Background: an optimization exercise with open tools, aiming at small area and a short achievable clock period. Do not read the settings as production practice.
In this exercise RTL edits were held to simulation tests only and were not proved equivalent to the original.
Power and IR drop assume default switching activity.

## Single_Cycle_CPU
module Single_Cycle_CPU(
input clock,
input reset,
output [31:0] pc,
input [31:0] instr,
output [31:0] dmem_addr,
output [31:0] dmem_wdata,
output dmem_we,
input [31:0] dmem_rdata
);
wire [3:0] cond = instr[31:28];
wire [1:0] op   = instr[27:26];
wire       I    = instr[25];
wire [3:0] cmd  = instr[24:21];
wire       S    = instr[20];
wire [3:0] rn   = instr[19:16];
wire [3:0] rd   = instr[15:12];
wire [3:0] rm   = instr[3:0];
wire [7:0] imm8 = instr[7:0];
reg [31:2] pcr;
reg z;
wire [32*15-1:0] rf;
assign pc = {pcr, 2'b00};
wire [31:0] pc8 = {pcr[31:3] + 29'd1, pcr[2], 2'b00};
wire dp     = (op == 2'b00);
wire mem    = (op == 2'b01);
wire is_add = dp & ~I & (cmd == 4'b0100);
wire is_sub = dp & ~I & (cmd == 4'b0010);
wire is_and = dp & ~I & (cmd == 4'b0000);
wire is_orr = dp & ~I & (cmd == 4'b1100);
wire is_cmp = dp & ~I & (cmd == 4'b1010);
wire is_lsr = dp &  I & (cmd == 4'b0001);
wire is_lsl = dp &  I & (cmd == 4'b0011);
wire is_ldr = mem & ~I &  S;
wire is_str = mem & ~I & ~S;
wire cond_ok = (cond == 4'b1110) | ((cond == 4'b0000) & z);
wire [3:0] ra2 = op[0] ? rd : rm;
wire [31:0] rd1, rd2;
wire [15:0] sel1 = 16'd1 << rn;
wire [15:0] sel2 = 16'd1 << ra2;
MUX16to1 read1(sel1, rf, pc8, rd1);
MUX16to1 read2(sel2, rf, pc8, rd2);
wire [31:0] alu;
wire alu_z;
ALU alu0(rd1, rd2, is_sub | is_cmp, is_and, is_orr, alu, alu_z);
wire [31:0] shres;
SHIFTER shift0(rd1, imm8, is_lsr, shres);
wire [31:0] result = is_ldr ? dmem_rdata : (is_lsr | is_lsl) ? shres : alu;
genvar g;
wire wr = cond_ok & (is_add | is_sub | is_and | is_orr | is_lsr | is_lsl | is_ldr);
  ...
Size: about 2600 cells after synthesis, ~510 flip-flops.
==> module ALU, before the edit <==
module ALU(
input [31:0] A,
input [31:0] B,
input sub,
input is_and,
input is_orr,
output [31:0] F,
output Z
);
wire [31:0] sum = A + (B ^ {32{sub}}) + {31'd0, sub};
assign F = is_and ? (A & B) : is_orr ? (A | B) : sum;
assign Z = (F == 32'd0);
endmodule
Settings: LEC_CHECK=0, CAP_MARGIN=20, CORE_MARGIN=2, CORE_UTILIZATION=60, CTS_BUF_LIST=sky130_fd_sc_hd__clkbuf_16, CTS_CLUSTER_DIAMETER=80, CTS_CLUSTER_SIZE=24, SETUP_SLACK_MARGIN=5, SLEW_MARGIN=20, SYNTH_HIERARCHICAL=1; clock period 14.0 ns.
standard.sh (not shown) runs the stock make flow with config.mk's settings and CLKGATE_MAP_FILE= SYNTH_SCRIPT=/design/flow/synth_recipe.tcl, a recipe that flattens the netlist after the stock synthesis.
==> flow/flow/run.sh <==
#!/bin/bash
set -euo pipefail
bash standard.sh \
  'BUFFER_PORTS_ARGS=-buffer_cell sky130_fd_sc_hd__buf_2' \
  finish > standard_flow.log 2>&1
The baseline ran to the end with no violations.
==> next run, changes <==
--- a/flow/design.v
+++ b/flow/design.v
@@ -29,7 +29,7 @@
 );
 wire [31:0] sum = A + (B ^ {32{sub}}) + {31'd0, sub};
 assign F = is_and ? (A & B) : is_orr ? (A | B) : sum;
-assign Z = (F == 32'd0);
+ALU_DECODER zero(F, Z);
 endmodule
 module SHIFTER(
 input [31:0] data_in,
@@ -48,6 +48,12 @@
     keep[j] = (amount[7:5] == 3'd0) & (is_lsr ? ({1'b0, n} + j <= 31) : (j >= n));
 end
 assign shifter_output = rot & keep;
+endmodule
+module ALU_DECODER(
+input [31:0] value,
+output is_zero
+);
+assign is_zero = (value == 32'd0);
 endmodule
 module Single_Cycle_CPU(
 input clock,
=> Global-route usage decreases by 0.88 points. Setup slack improves by 0.035 ns. Cell area decreases by about 1.5%. Sequential share of layout area came out higher by 0.68 points. First-iteration DRC count goes down by about 10%. Die area decreases by about 1%. Non-clock buffer count falls by 13. Power is lower by 1.3%. Maximum frequency came out higher by about 0.4%. Clock skew is about the same. Utilization fell by 0.57 points. Routed wire length came out lower by 3.6%. Hold slack degrades by 0.072 ns. Final cell count is lower by 1.6%.

==> port drivers added, routing unchanged <==
Ports are ideal in the flow. The routed layouts listed here were re-timed in OpenROAD. Step 1, drivers: a clkbuf_16 drives clock and a buf_2 each remaining input, both assumed. Step 2 also shifts input and output timing later by t, the mid clock arrival at the registers, as if the neighbouring blocks saw the same clock. Three values: no drivers, after step 1, after step 2; two values: the first two.
run | t, ns | setup WS [ns] | hold slack, ns
the first run | 0.665 | 5.017 / 4.995 / 4.525 | 0.548 / 0.548 / 0.548
the second run | 0.659 | 5.053 / 5.070 / 4.439 | 0.475 / 0.475 / 0.475
After both steps setup and hold are still met in every run listed. The setup slack of the second run, which loses most, moves by +0.017 ns with the drivers and by -0.614 ns with both steps.
